This design comes from an exercise in tuning for small area and a short achievable clock period on the open sky130 flow, not from production work.
At most, simulation tests tie the RTL to the original design; equivalence was not proved.
The RTL of runs 2 and 3 was laid out without a check of its function.
No activity file was given, so power comes from the tool's default toggle rates.

--- design/flow/config.mk ---
export PLATFORM = sky130hd
export DESIGN_NAME = top_level
export DESIGN_NICKNAME = top_level
export VERILOG_FILES = /design/flow/design.v
export SDC_FILE = /design/flow/constraint.sdc
export NUM_CORES = 4
export LEC_CHECK = 0
export CAP_MARGIN = 20
export CORE_MARGIN = 2
export CORE_UTILIZATION = 40
export SLEW_MARGIN = 20
--- design/flow/constraint.sdc ---
create_clock -name core_clock -period 6.0 [get_ports {clk_i}]
set_input_delay 1.2000 -clock core_clock [delete_from_list [all_inputs] [get_ports {clk_i}]]
set_output_delay 1.2000 -clock core_clock [all_outputs]
set_load 0.01 [all_outputs]
--- design/flow/design.v ---
module barrel_shifter #(
  parameter int InputDataWidth  = 10,
  parameter int OutputDataWidth = 10,
  parameter int MaxShift        = 10
) (
  input  [InputDataWidth-1:0]     data_i,
  input  [$clog2(MaxShift+1)-1:0] shift_amount_i,
  output [OutputDataWidth-1:0]    data_o
);
  localparam int NumStages = $clog2(MaxShift+1);
  logic [OutputDataWidth-1:0] stage_out[0:NumStages-1];
  logic [OutputDataWidth-1:0] stage_in[0:NumStages-1];
  always_comb begin
    for (int i = 0; i < NumStages; i = i + 1) begin
      if (shift_amount_i[i]) begin
        stage_out[i] = stage_in[i] << 2**i;
      end else begin
        stage_out[i] = stage_in[i];
      end
    end
  end
  always_comb begin
    for (int j = 0; j < NumStages; j = j + 1) begin
      if (j == 0) begin
        stage_in[j] = data_i;
      end else begin
        stage_in[j] = stage_out[j-1];
      end
    end
  end
  assign data_o = stage_out[NumStages-1];
endmodule : barrel_shifter
module normalizer #(
  parameter  EXPONENT_WIDTH = 5,
  parameter  MANTISSA_WIDTH = 11
) (
  input                       clk_i,
  input                       sign_i,
  input  [EXPONENT_WIDTH-1:0] exp_i,
  input                       mant_carry_bit_i,
  input  [MANTISSA_WIDTH-1:0] mant_i,
  input                       mant_guard_bit_i,
                              mant_round_bit_i,
                              mant_sticky_bit_i,
  output [(1+EXPONENT_WIDTH-1+MANTISSA_WIDTH)-1:0] result_o   
);
  localparam DATA_WIDTH = 1 + EXPONENT_WIDTH - 1 + MANTISSA_WIDTH;   
  localparam LeadingBitMaxIndex = $bits({mant_carry_bit_i,
                                         mant_i,
                                         mant_guard_bit_i});
  logic [$clog2(LeadingBitMaxIndex+1)-1:0] leading_bit_pos;
  always_comb begin : leading_bit_index_encoder
    leading_bit_pos = 0;   
    for (int i = 0; i < LeadingBitMaxIndex; i = i + 1) begin
      if ({mant_carry_bit_i, mant_i, mant_guard_bit_i} >= 2**i) begin
        leading_bit_pos = (LeadingBitMaxIndex - 1) - i;
      end
    end
  end : leading_bit_index_encoder
  logic [(MANTISSA_WIDTH+1+1+1)-1:0] shifter_data_in;   
  logic [(MANTISSA_WIDTH+1+1+1)-1:0] shifter_data_out;
  assign shifter_data_in = {mant_i,
                            mant_guard_bit_i,
                            mant_round_bit_i,
                            mant_sticky_bit_i};
  barrel_shifter #(
    .InputDataWidth (MANTISSA_WIDTH+1+1+1),
    .OutputDataWidth(MANTISSA_WIDTH+1+1+1),
    .MaxShift       (LeadingBitMaxIndex-1)
  ) barrel_shifter_inst (
    .data_i        (shifter_data_in),
    .shift_amount_i(leading_bit_pos),
    .data_o        (shifter_data_out)
  );
  logic [MANTISSA_WIDTH-1:0] mant_unrounded;
  logic                      mant_unrounded_ulp;
  logic                      mant_unrounded_round_bit;
  logic                      mant_unrounded_sticky_bit;
  assign mant_unrounded = {1'b1, shifter_data_out[(MANTISSA_WIDTH+1+1+1)-1:4]};
  assign mant_unrounded_ulp  = shifter_data_out[4];
  assign mant_unrounded_round_bit = shifter_data_out[3];
  assign mant_unrounded_sticky_bit = |shifter_data_out[2:0];
  logic [MANTISSA_WIDTH-1:0] mant_rounded;
  logic                      mant_rounded_carry_bit;
  assign {mant_rounded_carry_bit, mant_rounded} = mant_unrounded +
                                                  (mant_unrounded_round_bit &&
                                                    (mant_unrounded_sticky_bit ||
                                                      mant_unrounded_ulp));
  logic                          result_sign_field;
  logic [EXPONENT_WIDTH-1:0]     result_exp_field;
  logic                          result_hidden_bit_field;   
  logic [(MANTISSA_WIDTH-1)-1:0] result_mant_field;         
  assign result_sign_field = sign_i;
  assign result_exp_field = (((exp_i + 1'b1) - leading_bit_pos) + mant_rounded_carry_bit);
  always_comb begin
    if (mant_rounded_carry_bit) begin
      result_mant_field = 0;
    end else begin
      result_mant_field = mant_rounded[(MANTISSA_WIDTH-1)-1:0];   
    end
  end
  logic [DATA_WIDTH-1:0] result_d,
                         result_q;
  assign result_d = {result_sign_field,
                     result_exp_field,
                     result_mant_field};
  always @(posedge clk_i) begin
    result_q <= result_d;
  end
  assign result_o = result_q;
endmodule : normalizer
module fp_addsub #(
  parameter  EXPONENT_WIDTH = 5,
  parameter  MANTISSA_WIDTH = 11
) (
  input  clk_i,
  input  addsub_i,
  input  [(1+EXPONENT_WIDTH-1+MANTISSA_WIDTH)-1:0] data_a_i,
                                                   data_b_i,
  output [(1+EXPONENT_WIDTH-1+MANTISSA_WIDTH)-1:0] result_o
);
  localparam DATA_WIDTH = 1 + EXPONENT_WIDTH - 1 + MANTISSA_WIDTH;   
  logic addsub_q;
  logic [DATA_WIDTH-1:0] data_a_q,
                         data_b_q;
  always @(posedge clk_i) begin
    addsub_q <= addsub_i;
  end
  always @(posedge clk_i) begin
    data_a_q <= data_a_i;
    data_b_q <= data_b_i;
  end
  logic                      exp_a_minus_b_sign;
  logic [EXPONENT_WIDTH-1:0] exp_a_minus_b;
  logic [EXPONENT_WIDTH-1:0] exp_a_minus_b_mag_d;
  assign {exp_a_minus_b_sign,
          exp_a_minus_b} = $signed({1'b0, exponent(data_a_q)}) -
                           $signed({1'b0, exponent(data_b_q)});
  always_comb begin
    if (exp_a_minus_b_sign) begin
      exp_a_minus_b_mag_d = -exp_a_minus_b;
    end else begin
      exp_a_minus_b_mag_d = exp_a_minus_b;
    end
  end
  logic exp_a_less_than_b;
  logic mant_a_less_than_b;
  logic a_less_than_b;
  assign exp_a_less_than_b = exp_a_minus_b_sign;
  assign mant_a_less_than_b = mantissa(data_a_q) < mantissa(data_b_q);
  assign a_less_than_b = (exp_a_minus_b != 0) ?
                         exp_a_less_than_b :
                         mant_a_less_than_b;
  logic                      high_sign_d;
  logic [EXPONENT_WIDTH-1:0] high_exp_d;
  logic [MANTISSA_WIDTH-1:0] high_mant_d;
  logic                      low_sign_d;
  logic [MANTISSA_WIDTH-1:0] low_mant_d;
  always_comb begin
    if (a_less_than_b) begin
      high_sign_d = sign(data_b_q) ^ addsub_q;   
      high_exp_d = exponent(data_b_q);
      high_mant_d = mantissa(data_b_q);
    end else begin
      high_sign_d = sign(data_a_q);
      high_exp_d = exponent(data_a_q);
      high_mant_d = mantissa(data_a_q);
    end
  end
  always_comb begin
    if (a_less_than_b) begin
      low_sign_d = sign(data_a_q);
      low_mant_d = mantissa(data_a_q);
    end else begin
      low_sign_d = sign(data_b_q) ^ addsub_q;   
      low_mant_d = mantissa(data_b_q);
    end
  end
  logic [EXPONENT_WIDTH-1:0] exp_a_minus_b_mag_q;
  logic                      high_sign_q;
  logic [EXPONENT_WIDTH-1:0] high_exp_q;
  logic [MANTISSA_WIDTH-1:0] high_mant_q;
  logic                      low_sign_q;
  logic [MANTISSA_WIDTH-1:0] low_mant_q;
  always @(posedge clk_i) begin
    exp_a_minus_b_mag_q <= exp_a_minus_b_mag_d;
  end
  always @(posedge clk_i) begin
    high_sign_q <= high_sign_d;
    high_exp_q <= high_exp_d;
    high_mant_q <= high_mant_d;
  end
  always @(posedge clk_i) begin
    low_sign_q <= low_sign_d;
    low_mant_q <= low_mant_d;
  end
  localparam MaxShift = MANTISSA_WIDTH + 1;   
  logic [MANTISSA_WIDTH-1:0]     aligner_data_in;
  logic [$clog2(MaxShift+1)-1:0] aligner_shift_amount;
  logic [2*MANTISSA_WIDTH-1:0]   aligner_data_out;
  always_comb begin
    for (int i = 0; i < MANTISSA_WIDTH; i = i + 1) begin
      aligner_data_in[i] = low_mant_q[MANTISSA_WIDTH-1-i];
    end
  end
  assign aligner_shift_amount = (exp_a_minus_b_mag_q < MaxShift) ?
                                exp_a_minus_b_mag_q[$clog2(MaxShift+1)-1:0] :
                                MaxShift;
  barrel_shifter #(
    .InputDataWidth (MANTISSA_WIDTH),
    .OutputDataWidth(2 * MANTISSA_WIDTH),
    .MaxShift       (MaxShift)
  ) aligner (
    .data_i        (aligner_data_in),
    .shift_amount_i(aligner_shift_amount),
    .data_o        (aligner_data_out)
  );
  logic [MANTISSA_WIDTH-1:0] low_mant_aligned_part,
                             low_mant_dropped_part;
  logic [MANTISSA_WIDTH-1:0] low_mant_d2;
  logic                      low_mant_guard_bit_d2,
                             low_mant_round_bit_d2,
                             low_mant_sticky_bit_d2;
  always_comb begin
    for (int j = 0; j < MANTISSA_WIDTH; j = j + 1) begin
      low_mant_aligned_part[j] = aligner_data_out[MANTISSA_WIDTH-1-j];
      low_mant_dropped_part[j] = aligner_data_out[2*MANTISSA_WIDTH-1-j];
    end
  end
  assign low_mant_d2 = low_mant_aligned_part;  
  assign low_mant_guard_bit_d2 = low_mant_dropped_part[MANTISSA_WIDTH-1];
  assign low_mant_round_bit_d2 = low_mant_dropped_part[MANTISSA_WIDTH-2];
  assign low_mant_sticky_bit_d2 = |low_mant_dropped_part[MANTISSA_WIDTH-3:0];     
  logic                      high_sign_q2;
  logic [EXPONENT_WIDTH-1:0] high_exp_q2;
  logic [MANTISSA_WIDTH-1:0] high_mant_q2;
  logic                      low_sign_q2;
  logic [MANTISSA_WIDTH-1:0] low_mant_q2;
  logic                      low_mant_guard_bit_q2,
                             low_mant_round_bit_q2,
                             low_mant_sticky_bit_q2;
  always @(posedge clk_i) begin
    high_sign_q2 <= high_sign_q;
    high_exp_q2 <= high_exp_q;
    high_mant_q2 <= high_mant_q;
  end
  always @(posedge clk_i) begin
    low_sign_q2 <= low_sign_q;
    low_mant_q2 <= low_mant_d2;
    low_mant_guard_bit_q2 <= low_mant_guard_bit_d2;
    low_mant_round_bit_q2 <= low_mant_round_bit_d2;
    low_mant_sticky_bit_q2 <= low_mant_sticky_bit_d2;
  end
  logic                              mant_adder_addsub;
  logic [(MANTISSA_WIDTH+1+1+1)-1:0] mant_adder_op_a,
                                     mant_adder_op_b;
  logic [(MANTISSA_WIDTH+1+1+1)-1:0] mant_adder_sum;
  logic                              mant_adder_carry;
  assign mant_adder_addsub = (high_sign_q2 != low_sign_q2);
  assign mant_adder_op_a = {high_mant_q2,
                            1'b0,
                            1'b0,
                            1'b0};
  assign mant_adder_op_b = {low_mant_q2,
                            low_mant_guard_bit_q2,
                            low_mant_round_bit_q2,
                            low_mant_sticky_bit_q2};
  assign {mant_adder_carry, mant_adder_sum} = mant_adder_addsub ?
                                              {1'b0, mant_adder_op_a} - {1'b0, mant_adder_op_b} :
                                              {1'b0, mant_adder_op_a} + {1'b0, mant_adder_op_b};
  logic                      result_sign_d3;
  logic [EXPONENT_WIDTH-1:0] result_exp_d3;
  logic                      result_mant_carry_bit_d3;
  logic [MANTISSA_WIDTH-1:0] result_mant_d3;
  logic                      result_mant_guard_bit_d3,
                             result_mant_round_bit_d3,
                             result_mant_stikcy_bit_d3;
  assign result_sign_d3 = high_sign_q2;
  assign result_exp_d3 = high_exp_q2;
  assign result_mant_carry_bit_d3 = mant_adder_carry;
  assign result_mant_d3 = mant_adder_sum[(MANTISSA_WIDTH+1+1+1)-1:3];
  assign result_mant_guard_bit_d3 = mant_adder_sum[2];
  assign result_mant_round_bit_d3 = mant_adder_sum[1];
  assign result_mant_stikcy_bit_d3 = mant_adder_sum[0];
  logic                      result_sign_q3;
  logic [EXPONENT_WIDTH-1:0] result_exp_q3;
  logic                      result_mant_carry_bit_q3;
  logic [MANTISSA_WIDTH-1:0] result_mant_q3;
  logic                      result_mant_guard_bit_q3,
                             result_mant_round_bit_q3,
                             result_mant_sticky_bit_q3;
  always @(posedge clk_i) begin
    result_sign_q3 <= result_sign_d3;
    result_exp_q3 <= result_exp_d3;
    result_mant_carry_bit_q3 <= result_mant_carry_bit_d3;
    result_mant_q3 <= result_mant_d3;
    result_mant_guard_bit_q3 <= result_mant_guard_bit_d3;
    result_mant_round_bit_q3 <= result_mant_round_bit_d3;
    result_mant_sticky_bit_q3 <= result_mant_stikcy_bit_d3;
  end
  normalizer #(
    .EXPONENT_WIDTH(EXPONENT_WIDTH),
    .MANTISSA_WIDTH(MANTISSA_WIDTH)
  ) normalizer_inst (
    .clk_i            (clk_i),
    .sign_i           (result_sign_q3),
    .exp_i            (result_exp_q3),
    .mant_carry_bit_i (result_mant_carry_bit_q3),
    .mant_i           (result_mant_q3),
    .mant_guard_bit_i (result_mant_guard_bit_q3),
    .mant_round_bit_i (result_mant_round_bit_q3),
    .mant_sticky_bit_i(result_mant_sticky_bit_q3),
    .result_o         (result_o)
  );
  function automatic sign(input [DATA_WIDTH-1:0] fp_in);
    sign = fp_in[EXPONENT_WIDTH+MANTISSA_WIDTH-1];
  endfunction
  function automatic [EXPONENT_WIDTH-1:0] exponent(input [DATA_WIDTH-1:0] fp_in);
    exponent = fp_in[EXPONENT_WIDTH+MANTISSA_WIDTH-1-1:MANTISSA_WIDTH-1];
  endfunction
  function automatic [MANTISSA_WIDTH-1:0] mantissa(input [DATA_WIDTH-1:0] fp_in);
    mantissa = {1'b1, fp_in[MANTISSA_WIDTH-1-1:0]};
  endfunction
endmodule : fp_addsub
module top_level (
  input         clk_i,
  input         addsub_i,
  input  [31:0] data_a_i,
                data_b_i,
  output [31:0] result_o
);
  fp_addsub #(
    .EXPONENT_WIDTH(8),
    .MANTISSA_WIDTH(24)
  ) fp_addsub_inst (
    .clk_i   (clk_i),
    .addsub_i(addsub_i),
    .data_a_i(data_a_i),
    .data_b_i(data_b_i),
    .result_o(result_o)
  );
endmodule
--- design/flow/run.sh ---
#!/bin/bash
# synth_recipe.tcl (not shown) runs the flow's synth.tcl, then flattens the netlist and writes it again
# the make line also repeats each setting of config.mk as NAME=value (left out here)
make -C /OpenROAD-flow-scripts/flow DESIGN_CONFIG=/design/flow/config.mk WORK_HOME=/design/flow/orfs CLKGATE_MAP_FILE= SYNTH_SCRIPT=/design/flow/synth_recipe.tcl finish
==> impl_metrics.json, run 1 <==
{
  "post_cts_hold_buffer_count": 0,
  "most-common-layout-cells": "256 x dfxtp_1, 123 x nor2_1, 109 x inv_1, 97 x clkdlybuf4s50_1, 89 x ha_1",
  "netlist_instances": 1496,
  "grt_pass1_vias": 10900,
  "final-setup-viol-count": 0,
  "worst-r2r-cell-count": 27,
  "cts_root_buffer": "clkbuf_16",
  "fillerInstances": 3145,
  "cts_made_buffers": 28,
  "detail_route.wirelength.met1_um": 16200,
  "min_delay_path_depth": 0,
  "finish.net_count": 1780,
  "number_of_buffer_cells_added_on_primary_ports": 97,
  "via_per_inst": 5.41,
  "htreeDepth": 1,
  "ys_types": 99,
  "kind_of_critical_path": "flop to flop",
  "regToRegStartpoint": "fp_addsub_inst.result_mant_q3[20]$_DFF_P_",
  "critical_path.startpoint_type": "flop",
  "routed-wl-met2_um": 18000,
  "n_antenna_cell": 0,
  "cts_max_path_buffers": 3,
  "timing.fmax_mhz": 177,
  "vdd_ir_drop_max_v": 0.000248,
  "crit-reg2reg-capture": "fp_addsub_inst.normalizer_inst.result_q[30]$_DFF_P_",
  "floorplan.die.height_um": 189,
  "clock_latency_ns": 0.54,
  "hold_path.class": "flop to flop",
  "antenna_found_initial": 0,
  "worst_rel_slew_slack_pct": 34.6,
  "finalWorstPathRequiredPeriod_ns": 5.64,
  "cts_tree": "built",
  "synth-seq-cells": 258,
  "crit_buf_inv": 5,
  "largest_net_degree_at_the_start_of_global_routing": 45,
  "gp_routability_congestion": 0.908,
  "share_of_synthesized_area_occupied_by_flip_flops_and_latches_pct": 37.7,
  "timing.final.hold_violations": 0,
  "design.core.area_um2": 33600,
  "worst-endpoint-arrival_ns": 6.06,
  "globalRoute.totalOverflow": 0,
  "synth_async_sr_flop_share_pct": 0,
  "route.vias.total": 11300,
  "detailed_place.area_um2": 15400,
  "chipWidth_um": 189,
  "cp-end-kind": "flop",
  "timing.max_cap.violations": 0,
  "post_synth_instance_area_um2": 13700,
  "finish.instance_area_um2": 16500,
  "wl_um": 36700,
  "synthesis.yosys.warnings": 8,
  "yosysTopAreaCell": "dfxtp_1",
  "ioPinCount": 98,
  "leakage_power_summed_over_all_cells_nw": 7.04,
  "worst-endpoint-required_ns": 6.42,
  "route.top_layer_used": "met4",
  "worst_path_dominant_cell_family": "simple AND/OR/NAND/NOR gates",
  "route.met3.wl_um": 1560,
  "clk_pin_slew_ns": 0.06,
  "grt_util_all_layers_pct": 20.1,
  "drv_slew": 0,
  "cts.sinks": 258,
  "critPathMaxFanout": 12,
  "synthesis.area_per_instance_um2": 9.15,
  "synth_edf_count": 0,
  "route.detailed.drc": 0,
  "critical-path-slowest-cell": "nor4_1",
  "dominantRegCellSynth": "dfxtp_1",
  "design.die.area_um2": 35700,
  "most_common_cell_after_layout_fill_and_taps_aside": "dfxtp_1",
  "status": "timing/DRC/antenna clean",
  "global_route_wire_length_before_repair_um": 58100,
  "cp_slowest_stage_delay_ns": 0.50,
  "powerDensity_nw_per_um2": 454,
  "netlist_top_cells_area": "dfxtp_1 38%, ha_1 8.1%, mux2i_1 5.0%",
  "rrSetupSlack_ns": 0.36,
  "post-layout-total-power_w": 0.00747,
  "finClkSkew_ns": 0.0159,
  "detailedPlacementHpwl_um": 28700,
  "rows": 67,
  "detailed_router_iteration_count_before_antenna_repair": 5,
  "hold_end": "fp_addsub_inst.result_exp_q3[6]$_DFF_P_",
  "timing_worst_slew_pin_value_ns": 0.981,
  "post_route_cells_drive_above_1_share_pct": 14.5,
  "min_from": "fp_addsub_inst.high_exp_q2[6]$_DFF_P_",
  "area.growth.synth_to_final_pct": 20.2,
  "detail-route-antenna-nets": 0,
  "wl_per_cell_um": 17.6,
  "yosysTopAreaCellShare_pct": 37.7,
  "finalWorstSetupSlack_ns": 0.355,
  "dp_slack_ns": 0.268,
  "period_share_pct": 94.1,
  "drt_first_iter_violations": 627,
  "synthesis.nets": 1655,
  "starting_density_of_the_core_pct": 40.7
}
## repair_timing
action / 4_1_cts / 5_1_grt
setup buffers: 0 / 3
resized for setup: 0 / 12
setup endpoints to repair: 0 / 2
## how the worst max path moves through the flow
stage	from	to	slack, ns	cells past startpoint
CTS	fp_addsub_inst.result_mant_q3[21]$_DFF_P_	fp_addsub_inst.normalizer_inst.result_q[30]$_DFF_P_	0.26	24
floorplan	fp_addsub_inst.result_mant_q3[23]$_DFF_P_	fp_addsub_inst.normalizer_inst.result_q[30]$_DFF_P_	0.57	28
finish	fp_addsub_inst.result_mant_q3[20]$_DFF_P_	fp_addsub_inst.normalizer_inst.result_q[30]$_DFF_P_	0.36	27
global placement	fp_addsub_inst.result_mant_q3[21]$_DFF_P_	fp_addsub_inst.normalizer_inst.result_q[30]$_DFF_P_	0.38	24
global route	fp_addsub_inst.result_mant_q3[16]$_DFF_P_	fp_addsub_inst.normalizer_inst.result_q[30]$_DFF_P_	-0.0002	27
detailed placement	fp_addsub_inst.result_mant_q3[21]$_DFF_P_	fp_addsub_inst.normalizer_inst.result_q[30]$_DFF_P_	0.27	24
## cells in the mapped netlist, drive strengths merged, types with 4 or more instances
| cell type | count |
|---|---|
| mux2 | 60 |
| o21bai | 6 |
| or4 | 7 |
| or3 | 11 |
| and2 | 18 |
| o2111ai | 8 |
| o31ai | 11 |
| o21a | 6 |
| a211oi | 28 |
| a21o | 18 |
| inv | 110 |
| dfxtp | 258 |
| o21ai | 76 |
| nand4 | 8 |
| o22ai | 11 |
| nand3 | 39 |
| clkbuf | 45 |
| xnor2 | 43 |
| mux4 | 8 |
| or2 | 5 |
| nor3 | 53 |
| nand2b | 15 |
| nor4 | 22 |
| and3 | 12 |
| o211ai | 13 |
| o22a | 5 |
| nor2b | 16 |
| a31oi | 11 |
| fa | 4 |
| ha | 89 |
| o221a | 4 |
| a32oi | 6 |
| nand2 | 72 |
| mux2i | 68 |
| xor2 | 16 |
| nor2 | 126 |
| buf | 17 |
| a21oi | 93 |
| a2111oi | 5 |
| a21boi | 8 |
| a22oi | 12 |
## cell families after synthesis
logic type,synth area share (%)
AOI/OAI and AO/OA,17.8
buffers and inverters,5.10
and+or+nand+nor,15.6
xor gates and xnor gates,3.78
muxes,11.2
adders and majority gates,8.72
DFF,37.7
## per-stage QoR
step / hold slack [ns] / utilization, % / TNS, ns / cells
global placement: 0.311 / 45.8 / 0 / 2036
finish: 0.319 / 48.9 / 0 / 2090
floorplan: 0.310 / - / 0 / 1496
CTS: 0.323 / 48.7 / 0 / 2087
detailed placement: 0.312 / 45.8 / 0 / 2036
global route: 0.325 / 48.9 / -0.000249 / 2090
## routing by layer
metal,up-vias,GRT usage (%)
met1,5300,25.6
met5,-,0
met3,69,2.13
met4,0,5.80
li1,5630,-
met2,303,35.7
## registers in the layout, indices dropped and copies added (netlist names), 8 cells and up
name,flops
fp_addsub_inst.data_b_q,32
fp_addsub_inst.high_exp_q2,8
fp_addsub_inst.low_mant_q,23
fp_addsub_inst.normalizer_inst.result_q,32
fp_addsub_inst.result_mant_q3,24
fp_addsub_inst.result_exp_q3,8
fp_addsub_inst.high_mant_q2,23
fp_addsub_inst.exp_a_minus_b_mag_q,8
fp_addsub_inst.low_mant_q2,24
fp_addsub_inst.high_mant_q,23
fp_addsub_inst.data_a_q,32
fp_addsub_inst.high_exp_q,8
## power breakdown
part	switching (W)	leakage, nW	internal, W
combinational	0.00189	4.41	0.00144
sequential	0.000312	2.17	0.00207
clock	0.000707	0.464	0.00104
## worst reg2reg max path, delay by kind of cell (launching register included)
family | cells | cell delay, ns
buf+inv | 5 | 0.48
fa+ha+maj | 4 | 1.17
flops | 1 | 0.39
xor+xnor | 1 | 0.12
simple gates | 9 | 2.14
compound gates | 8 | 1.24
## cell type report
cell class / count / area, um2 / share of cell area (%)
clock buffers: 34 / 795 / 4.83
clock inverters: 17 / 178 / 1.08
inverters: 113 / 425 / 2.59
well taps: 448 / 561 / 3.41
repair buffers: 157 / 1430 / 8.71
multi-input cells: 1063 / 7890 / 48.0
flip-flops and latches: 258 / 5170 / 31.4
==> inputs of run 2 (changes only) <==
==> design/flow/design.v (replaced) <==
module top_level (
  input         clk_i,
  input         addsub_i,
  input  [31:0] data_a_i,
                data_b_i,
  output [31:0] result_o
);
  logic [31:0] a_q, b_q;
  always_ff @(posedge clk_i) begin
    a_q <= data_a_i;
    b_q <= {data_b_i[31] ^ addsub_i, data_b_i[30:0]};
  end
  logic [7:0]  ea, eb;
  logic [22:0] fa, fb;
  logic [8:0]  d_ab;
  logic [7:0]  d_ba, d_mag;
  logic        e_lt, e_eq, f_lt, swap;
  logic [4:0]  sh_d;
  assign ea = a_q[30:23];
  assign eb = b_q[30:23];
  assign fa = a_q[22:0];
  assign fb = b_q[22:0];
  assign d_ab  = {1'b0, ea} - {1'b0, eb};
  assign d_ba  = eb - ea;
  assign e_lt  = d_ab[8];
  assign e_eq  = (ea == eb);
  assign f_lt  = (fa < fb);
  assign swap  = e_lt | (e_eq & f_lt);
  assign d_mag = e_lt ? d_ba : d_ab[7:0];
  assign sh_d  = (d_mag < 8'd25) ? d_mag[4:0] : 5'd25;
  logic        hs_q2, es_q2;
  logic [7:0]  he_q2;
  logic [22:0] hf_q2, lf_q2;
  logic [4:0]  sh_q2;
  always_ff @(posedge clk_i) begin
    hs_q2 <= swap ? b_q[31] : a_q[31];
    es_q2 <= a_q[31] ^ b_q[31];
    he_q2 <= e_lt ? eb : ea;
    hf_q2 <= swap ? fb : fa;
    lf_q2 <= swap ? fa : fb;
    sh_q2 <= sh_d;
  end
  logic [23:0] lm;
  logic [26:0] al;
  logic [22:0] smask;
  logic        sticky;
  assign lm = {1'b1, lf_q2};
  assign al = {lm, 3'b000} >> sh_q2;
  always_comb begin
    for (int j = 0; j < 23; j++)
      smask[j] = ({27'd0, sh_q2} >= j + 3) && !(j == 0 && sh_q2 == 5'd25);
  end
  assign sticky = |(lm[22:0] & smask);
  logic        hs_q3, es_q3;
  logic [7:0]  he_q3;
  logic [22:0] hf_q3;
  logic [26:0] lo_q3;
  always_ff @(posedge clk_i) begin
    hs_q3 <= hs_q2;
    es_q3 <= es_q2;
    he_q3 <= he_q2;
    hf_q3 <= hf_q2;
    lo_q3 <= {al[26:1], sticky};
  end
  logic [27:0] sum;
  assign sum = es_q3 ? {2'b01, hf_q3, 3'b000} - {1'b0, lo_q3}
                     : {2'b01, hf_q3, 3'b000} + {1'b0, lo_q3};
  logic        hs_q4;
  logic [7:0]  he_q4;
  logic [27:0] sum_q4;
  always_ff @(posedge clk_i) begin
    hs_q4  <= hs_q3;
    he_q4  <= he_q3;
    sum_q4 <= sum;
  end
  logic [25:0] v;
  logic [4:0]  pos;
  logic [26:0] nrm;
  logic        ulp, rnd, stk, inc;
  assign v = sum_q4[27:2];
  always_comb begin
    pos = 5'd0;
    for (int i = 0; i < 26; i++)
      if (v[i]) pos = 5'(25 - i);
  end
  assign nrm = sum_q4[26:0] << pos;
  assign ulp = nrm[4];
  assign rnd = nrm[3];
  assign stk = |nrm[2:0];
  assign inc = rnd & (stk | ulp);
  logic [30:0] mag;
  assign mag = {he_q4 + 8'd1 - {3'd0, pos}, nrm[26:4]} + {30'd0, inc};
  logic [31:0] res_q;
  always_ff @(posedge clk_i) res_q <= {hs_q4, mag};
  assign result_o = res_q;
endmodule
--- a/design/flow/config.mk
+++ b/design/flow/config.mk
@@ -10,2 +10,3 @@
 export CORE_UTILIZATION = 40
+export SETUP_SLACK_MARGIN = 3.5
 export SLEW_MARGIN = 20
==> run 2 against run 1 <==
Combinational power decreased by 9.3%. Still clean. Critical path type unchanged. Sequential share of layout area decreased by 4.5 points. Fmax increased by 44%. Global-route usage increased by 1.8 points. Via count increased by 11%.
==> impl_metrics.json, run 2 <==
{
  "finish.net_count": 1946,
  "ioPinCount": 98,
  "worst_path_dominant_cell_family": "simple AND/OR/NAND/NOR gates",
  "crit-reg2reg-capture": "res_q[19]$_DFF_P_",
  "yosys.cell_count.top_type": "dfxtp_1",
  "most-common-layout-cells": "219 x dfxtp_1, 111 x buf_4, 107 x nand2_1, 101 x inv_1, 88 x nor2_1",
  "critical_path.cell_chain": "or4_4, o2111a_2, nor2_4, buf_4, inv_4, buf_4, nor2_2, a22oi_2, a2111oi_4, o2111ai_2, or4_4, or4_4, xor2_1",
  "critical_path.most_common_cell": "or4_4",
  "clock_latency_ns": 0.56,
  "area.growth.synth_to_final_pct": 37.3,
  "route.vias.total": 12500,
  "hold_path.class": "flop to flop",
  "wl_um": 41100,
  "finClkSkew_ns": 0.0181,
  "post_cts_hold_buffer_count": 0,
  "most_common_cell_after_layout_fill_and_taps_aside": "dfxtp_1",
  "n_antenna_cell": 0,
  "leakage_power_summed_over_all_cells_nw": 8.22,
  "critical-path-slowest-cell": "or4_4",
  "finalWorstPathRequiredPeriod_ns": 3.92,
  "final-setup-viol-count": 0,
  "cts_tree": "built",
  "worst-endpoint-arrival_ns": 4.35,
  "detailed_place.area_um2": 15700,
  "rsz_0062_raised_after_global_routing": "true",
  "netlist_top_cells_area": "dfxtp_1 36%, ha_1 8.6%, mux2_2 4.8%",
  "finalWorstSetupSlack_ns": 2.08,
  "regToRegStartpoint": "sum_q4[11]$_DFF_P_",
  "detailedPlacementHpwl_um": 27700,
  "detailed_router_iteration_count_before_antenna_repair": 7,
  "largest_registers": "a_q x32, b_q x32, res_q x32",
  "timing.max_cap.violations": 0,
  "wl_per_cell_um": 18.2,
  "worst_rel_slew_slack_pct": 36.7,
  "setup_tns_ns": 0,
  "cp-end-kind": "flop",
  "critical_path.startpoint_type": "flop",
  "design.die.area_um2": 36400,
  "worst-r2r-cell-count": 13,
  "starting_density_of_the_core_pct": 40.5,
  "min_from": "hf_q2[15]$_DFF_P_",
  "ys_types": 95,
  "htreeDepth": 1,
  "synth-seq-cells": 254,
  "grt_util_all_layers_pct": 21.8,
  "cts_root_buffer": "clkbuf_16",
  "min_delay_path_depth": 0,
  "via_per_inst": 5.55,
  "detail-route-antenna-nets": 0,
  "design.core.area_um2": 34500,
  "synthesis.area_per_instance_um2": 8.94,
  "antenna_found_initial": 0,
  "cts.sinks": 254,
  "fillerInstances": 2991,
  "clk_pin_slew_ns": 0.06,
  "largest_net_degree_at_the_start_of_global_routing": 51,
  "vdd_ir_drop_max_v": 0.000210,
  "share_of_synthesized_area_occupied_by_flip_flops_and_latches_pct": 36.4,
  "floorplan.die.height_um": 191,
  "path_depth": 13,
  "period_share_pct": 65.3,
  "synth_commonest_cells": "254 x dfxtp_1, 110 x nand2_1, 109 x inv_1",
  "rows": 68,
  "timing.final.hold_violations": 0,
  "grt_pass1_vias": 12100,
  "global_route_wire_length_before_repair_um": 63900,
  "critPathMaxFanout": 6,
  "dominantRegCellSynth": "dfxtp_1",
  "kind_of_critical_path": "flop to flop",
  "status": "timing/DRC/antenna clean",
  "crit_buf_inv": 3,
  "number_of_buffer_cells_added_on_primary_ports": 97,
  "cts_made_buffers": 28,
  "globalRoute.totalOverflow": 0,
  "rrSetupSlack_ns": 2.08,
  "chipWidth_um": 191,
  "hold_end": "hf_q3[15]$_DFF_P_",
  "finish.instance_area_um2": 19200,
  "post_synth_instance_area_um2": 14000,
  "cts_max_path_buffers": 3,
  "timing_worst_slew_pin_value_ns": 0.949,
  "route.detailed.drc": 0,
  "synth_async_sr_flop_share_pct": 0,
  "gp_routability_congestion": 0.895,
  "drv_slew": 0,
  "cp_slowest_stage_delay_ns": 0.56,
  "worst-endpoint-required_ns": 6.43,
  "yosysTopAreaCellShare_pct": 36.4,
  "timing.fmax_mhz": 255,
  "drt_first_iter_violations": 1017,
  "synthesis.yosys.warnings": 1,
  "yosysTopAreaCell": "dfxtp_1",
  "powerDensity_nw_per_um2": 369,
  "post_route_cells_drive_above_1_share_pct": 28.2,
  "synth_edf_count": 0,
  "synthesis.nets": 1728,
  "netlist_instances": 1562,
  "dp_slack_ns": 1.41
}
==> run 2: changes by cell type in the layout (fill, tap and decap cells not counted), moves of 28 or more <==
cell,previous run,this run
buf_4,59,111
nor2_1,123,88
dfxtp_1,256,219
clkdlybuf4s50_1,97,65
dlygate4sd2_1,0,32
mux2_2,60,11
mux2_4,0,49
nand2_1,69,107
a21oi_1,88,60
==> run 2: power breakdown <==
group	switching, W	internal [W]
combinational	0.00162	0.00141
sequential	0.000276	0.00202
clock	0.000675	0.00106
==> run 2: how the worst max path moves through the flow <==
stage,startpoint,end,slack (ns)
6_report,sum_q4[11]$_DFF_P_,res_q[19]$_DFF_P_,2.08
5_1_grt,sum_q4[25]$_DFF_P_,res_q[30]$_DFF_P_,1.99
4_1_cts,sum_q4[20]$_DFF_P_,res_q[19]$_DFF_P_,2.16
3_5_place_dp,sum_q4[4]$_DFF_P_,res_q[19]$_DFF_P_,1.41
3_3_place_gp,sum_q4[4]$_DFF_P_,res_q[19]$_DFF_P_,1.45
2_1_floorplan,sum_q4[5]$_DFF_P_,res_q[30]$_DFF_P_,2.16
==> run 2: what timing repair did <==
action	CTS	global route
hold endpoints to repair	0	0
pin swaps	76	58
gates cloned	14	2
setup buffers	91	40
endpoints found under the setup margin	129	99
resized for setup	244	73
==> run 2: final cells by class <==
class / instances / area (um2) / share of cell area, %
Clock buffer: 36 / 762 / 3.97
Sequential cell: 254 / 5170 / 26.9
Multi-Input combinational cell: 1124 / 9510 / 49.6
Clock inverter: 11 / 170 / 0.887
Timing Repair Buffer: 254 / 2530 / 13.2
Inverter: 116 / 449 / 2.34
Timing Repair inverter: 2 / 12.5 / 0.0653
Tap cell: 455 / 569 / 2.97
==> run 2: cell families (layout without fill, tap and decap cells) <==
group | Yosys count | after routing | synth area share (%)
simple gates | 419 | 419 | 14.9
compound gates | 416 | 420 | 20.3
flops | 254 | 254 | 36.4
buf+inv | 188 | 419 | 5.73
mux | 123 | 123 | 9.62
fa+ha+maj | 100 | 100 | 9.17
xor+xnor | 62 | 62 | 3.89
==> run 2: layer usage <==
| metal | up-vias | global-route usage [%] | routed length (um) |
|---|---|---|---|
| met5 | - | 0 | 0 |
| met4 | 0 | 8.91 | 1530 |
| met3 | 113 | 3.24 | 2290 |
| met2 | 438 | 37.6 | 19900 |
| met1 | 5899 | 27.2 | 17300 |
| li1 | 6058 | - | - |
==> run 2: metrics by stage <==
step                hold WS, ns  std cells  power, W  utilization, %
floorplan                 0.310       1562   0.00390               -
global placement          0.310       2058   0.00462            45.6
detailed placement        0.312       2058   0.00462            45.6
CTS                       0.324       2210   0.00686            53.7
global route              0.327       2252   0.00744            55.6
finish                    0.322       2252   0.00707            55.6
==> inputs of run 3 (changes only) <==
--- a/design/flow/config.mk
+++ b/design/flow/config.mk
@@ -10,3 +10,2 @@
 export CORE_UTILIZATION = 40
-export SETUP_SLACK_MARGIN = 3.5
 export SLEW_MARGIN = 20
==> run 3 against run 2 <==
Still clean. Wire length fell by 14%. Total power fell by 12%. Sequential share of layout area rose by 4.4 points. First-iteration DRC count fell by 26%. Die area did not move. Critical path type unchanged. Critical endpoint unchanged. Largest cell class unchanged. Largest power group is now sequential cells.
==> impl_metrics.json, run 3 <==
{
  "status": "timing/DRC/antenna clean",
  "global_route_wire_length_before_repair_um": 56100,
  "kind_of_critical_path": "flop to flop",
  "cts_tree": "built",
  "gp_routability_congestion": 0.938,
  "timing.fmax_mhz": 204,
  "yosysTopAreaCell": "dfxtp_1",
  "critical_path.most_common_cell": "or4_1",
  "final-setup-viol-count": 0,
  "finish.net_count": 1800,
  "post_synth_instance_area_um2": 14000,
  "period_share_pct": 81.7,
  "netlist_top_cells_area": "dfxtp_1 36%, ha_1 8.6%, mux2_2 4.8%",
  "grt_util_all_layers_pct": 19.0,
  "synth-seq-cells": 254,
  "number_of_buffer_cells_added_on_primary_ports": 97,
  "detail-route-antenna-nets": 0,
  "clk_pin_slew_ns": 0.07,
  "synth_async_sr_flop_share_pct": 0,
  "worst-endpoint-arrival_ns": 5.34,
  "yosys.cell_count.top_type": "dfxtp_1",
  "critical-path-slowest-cell": "or4_1",
  "placed_cell_count": 2059,
  "powerDensity_nw_per_um2": 382,
  "detailedPlacementHpwl_um": 27000,
  "most-common-layout-cells": "254 x dfxtp_1, 110 x nand2_1, 109 x inv_1, 106 x o21ai_0, 99 x nor2_1",
  "hold_path.class": "flop to flop",
  "worst-endpoint-required_ns": 6.44,
  "post-layout-total-power_w": 0.00620,
  "clock_latency_ns": 0.57,
  "starting_density_of_the_core_pct": 40.5,
  "worst_rel_slew_slack_pct": 36.9,
  "leakage_power_summed_over_all_cells_nw": 6.87,
  "rsz_0062_raised_after_global_routing": "false",
  "synthesis.area_per_instance_um2": 8.94,
  "wl_per_cell_um": 16.8,
  "drt_first_iter_violations": 750,
  "cts_made_buffers": 28,
  "cp_slowest_stage_delay_ns": 0.60,
  "wl_um": 35500,
  "most_common_cell_after_layout_fill_and_taps_aside": "dfxtp_1",
  "cts_root_buffer": "clkbuf_16",
  "via_per_inst": 5.46,
  "chipWidth_um": 191,
  "route.detailed.drc": 0,
  "synthesis.nets": 1728,
  "synth_edf_count": 0,
  "timing.max_cap.violations": 0,
  "timing_worst_slew_pin_value_ns": 0.935,
  "cts_setup_buffers": 0,
  "ys_types": 95,
  "cts.sinks": 254,
  "netlist_instances": 1562,
  "grt_pass1_vias": 10700,
  "vdd_ir_drop_max_v": 0.000243,
  "yosysTopAreaCellShare_pct": 36.4,
  "finalWorstPathRequiredPeriod_ns": 4.90,
  "fillerInstances": 3343,
  "dp_slack_ns": 1.22,
  "synth_commonest_cells": "254 x dfxtp_1, 110 x nand2_1, 109 x inv_1",
  "post_cts_hold_buffer_count": 0,
  "cts_max_path_buffers": 3,
  "rows": 68,
  "n_antenna_cell": 0,
  "globalRoute.busiestLayer": "met2",
  "finalNonFillerCells": 2110,
  "post_route_cells_drive_above_1_share_pct": 9.73,
  "post_cts_resize_count": 0,
  "detailed_router_iteration_count_before_antenna_repair": 5,
  "drv_slew": 0,
  "antenna_found_initial": 1,
  "met2_usage_pct": 31.6,
  "cp-end-kind": "flop",
  "setup_tns_ns": 0,
  "floorplan.die.height_um": 191,
  "synthesis.yosys.warnings": 1,
  "critical_path.cell_chain": "or4_4, o2111a_2, nor2_4, inv_4, mux2i_1, o21ai_1, nand3_2, a2111oi_4, o2111ai_2, or4_1, or4_1, xor2_1",
  "finClkSkew_ns": 0.0435,
  "htreeDepth": 1,
  "grt_use_met1_pct": 25.3,
  "share_of_synthesized_area_occupied_by_flip_flops_and_latches_pct": 36.4,
  "finalWorstSetupSlack_ns": 1.10,
  "globalRoute.totalOverflow": 0,
  "dominantRegCellSynth": "dfxtp_1",
  "critPathMaxFanout": 34,
  "area.growth.synth_to_final_pct": 16.0,
  "timing.final.hold_violations": 0,
  "largest_net_degree_at_the_start_of_global_routing": 51,
  "largest_registers": "a_q x32, b_q x32, res_q x32",
  "design.die.area_um2": 36400,
  "route.vias.total": 11500,
  "ioPinCount": 98,
  "grt_met3_use_pct": 2.39,
  "design.core.area_um2": 34500,
  "critical_path.startpoint_type": "flop"
}
run 3: worst paths after layout:
| check | start | to | slack [ns] | cells after the start |
|---|---|---|---|---|
| worst max-delay path | sum_q4[11]$_DFF_P_ | res_q[19]$_DFF_P_ | 1.10 | 12 |
| worst min register to register | he_q3[7]$_DFF_P_ | he_q4[7]$_DFF_P_ | 0.33 | 0 |
| worst max register to register | sum_q4[11]$_DFF_P_ | res_q[19]$_DFF_P_ | 1.10 | 12 |
| worst min-delay path | he_q3[7]$_DFF_P_ | he_q4[7]$_DFF_P_ | 0.33 | 0 |
run 3: cells by family after synthesis:
group / share of synthesized area (%)
xor gates and xnor gates: 3.89
and+or+nand+nor: 14.9
muxes: 9.62
AOI/OAI and AO/OA: 20.3
DFF: 36.4
adders and majority gates: 9.17
buffers and inverters: 5.73
run 3: critical path, delay by kind of cell (launching register included):
family	cells	cell delay, ns
DFF	1	0.40
muxes	1	0.22
and+or+nand+nor	5	2.33
AOI/OAI and AO/OA	4	1.33
xor gates and xnor gates	1	0.15
buffers and inverters	1	0.32
run 3: routing by layer:
| metal | part of all wire [%] | wire (um) |
|---|---|---|
| met4 | 2.5 | 898 |
| met2 | 47 | 16600 |
| met1 | 46 | 16300 |
| met3 | 5.1 | 1800 |
| met5 | 0 | 0 |
run 3: cell type report:
type                            instances  area (um2)  area share, %
Tap cell                              455         569           3.51
Clock inverter                         14         153          0.942
Sequential cell                       254        5080           31.4
Multi-Input combinational cell       1120        8100           50.0
Clock buffer                           37         766           4.72
Timing Repair Buffer                  114        1100           6.78
Inverter                              116         438           2.70
run 3: power by group:
| part | leakage [nW] | total [W] | internal [W] | switching (W) |
|---|---|---|---|---|
| sequential | 2.13 | 0.00227 | 0.00199 | 0.000278 |
| clock | 0.450 | 0.00168 | 0.000993 | 0.000688 |
| combinational | 4.29 | 0.00224 | 0.000980 | 0.00126 |
run 3: through the flow:
stage	utilization (%)	instance area [um2]	hold slack, ns
2_1_floorplan	-	14000	0.310
3_3_place_gp	44.4	15300	0.310
3_5_place_dp	44.4	15300	0.312
4_1_cts	47.0	16200	0.326
5_1_grt	47.0	16200	0.324
6_report	47.0	16200	0.325

[static timing again, ports no longer ideal]
No port has a modelled driver above. Below, the same layouts with a new extraction and two added sets of constraints. Step 1, drivers: a clkbuf_16 drives clk_i and a buf_2 each remaining input, both assumed. Step 2 adds t to the input delays and takes it off the output delays; t is the mean of the earliest and latest rising clock arrival at the registers after step 1. Input paths then give back, and output paths get back, about the clock's delay inside the block. Slacks: ideal / step 1 / step 2; pairs: ideal / step 1.
run	shift t [ns]	setup WS [ns]	worst setup path at the end	worst data-port slew with drivers (ns)
run 1	0.581	0.355 / 0.355 / 0.355	register to register	0.04
run 2	0.601	2.083 / 2.083 / 2.083	register to register	0.05
run 3	0.597	1.099 / 1.099 / 1.099	register to register	0.04
After both steps every run listed still meets setup and hold.
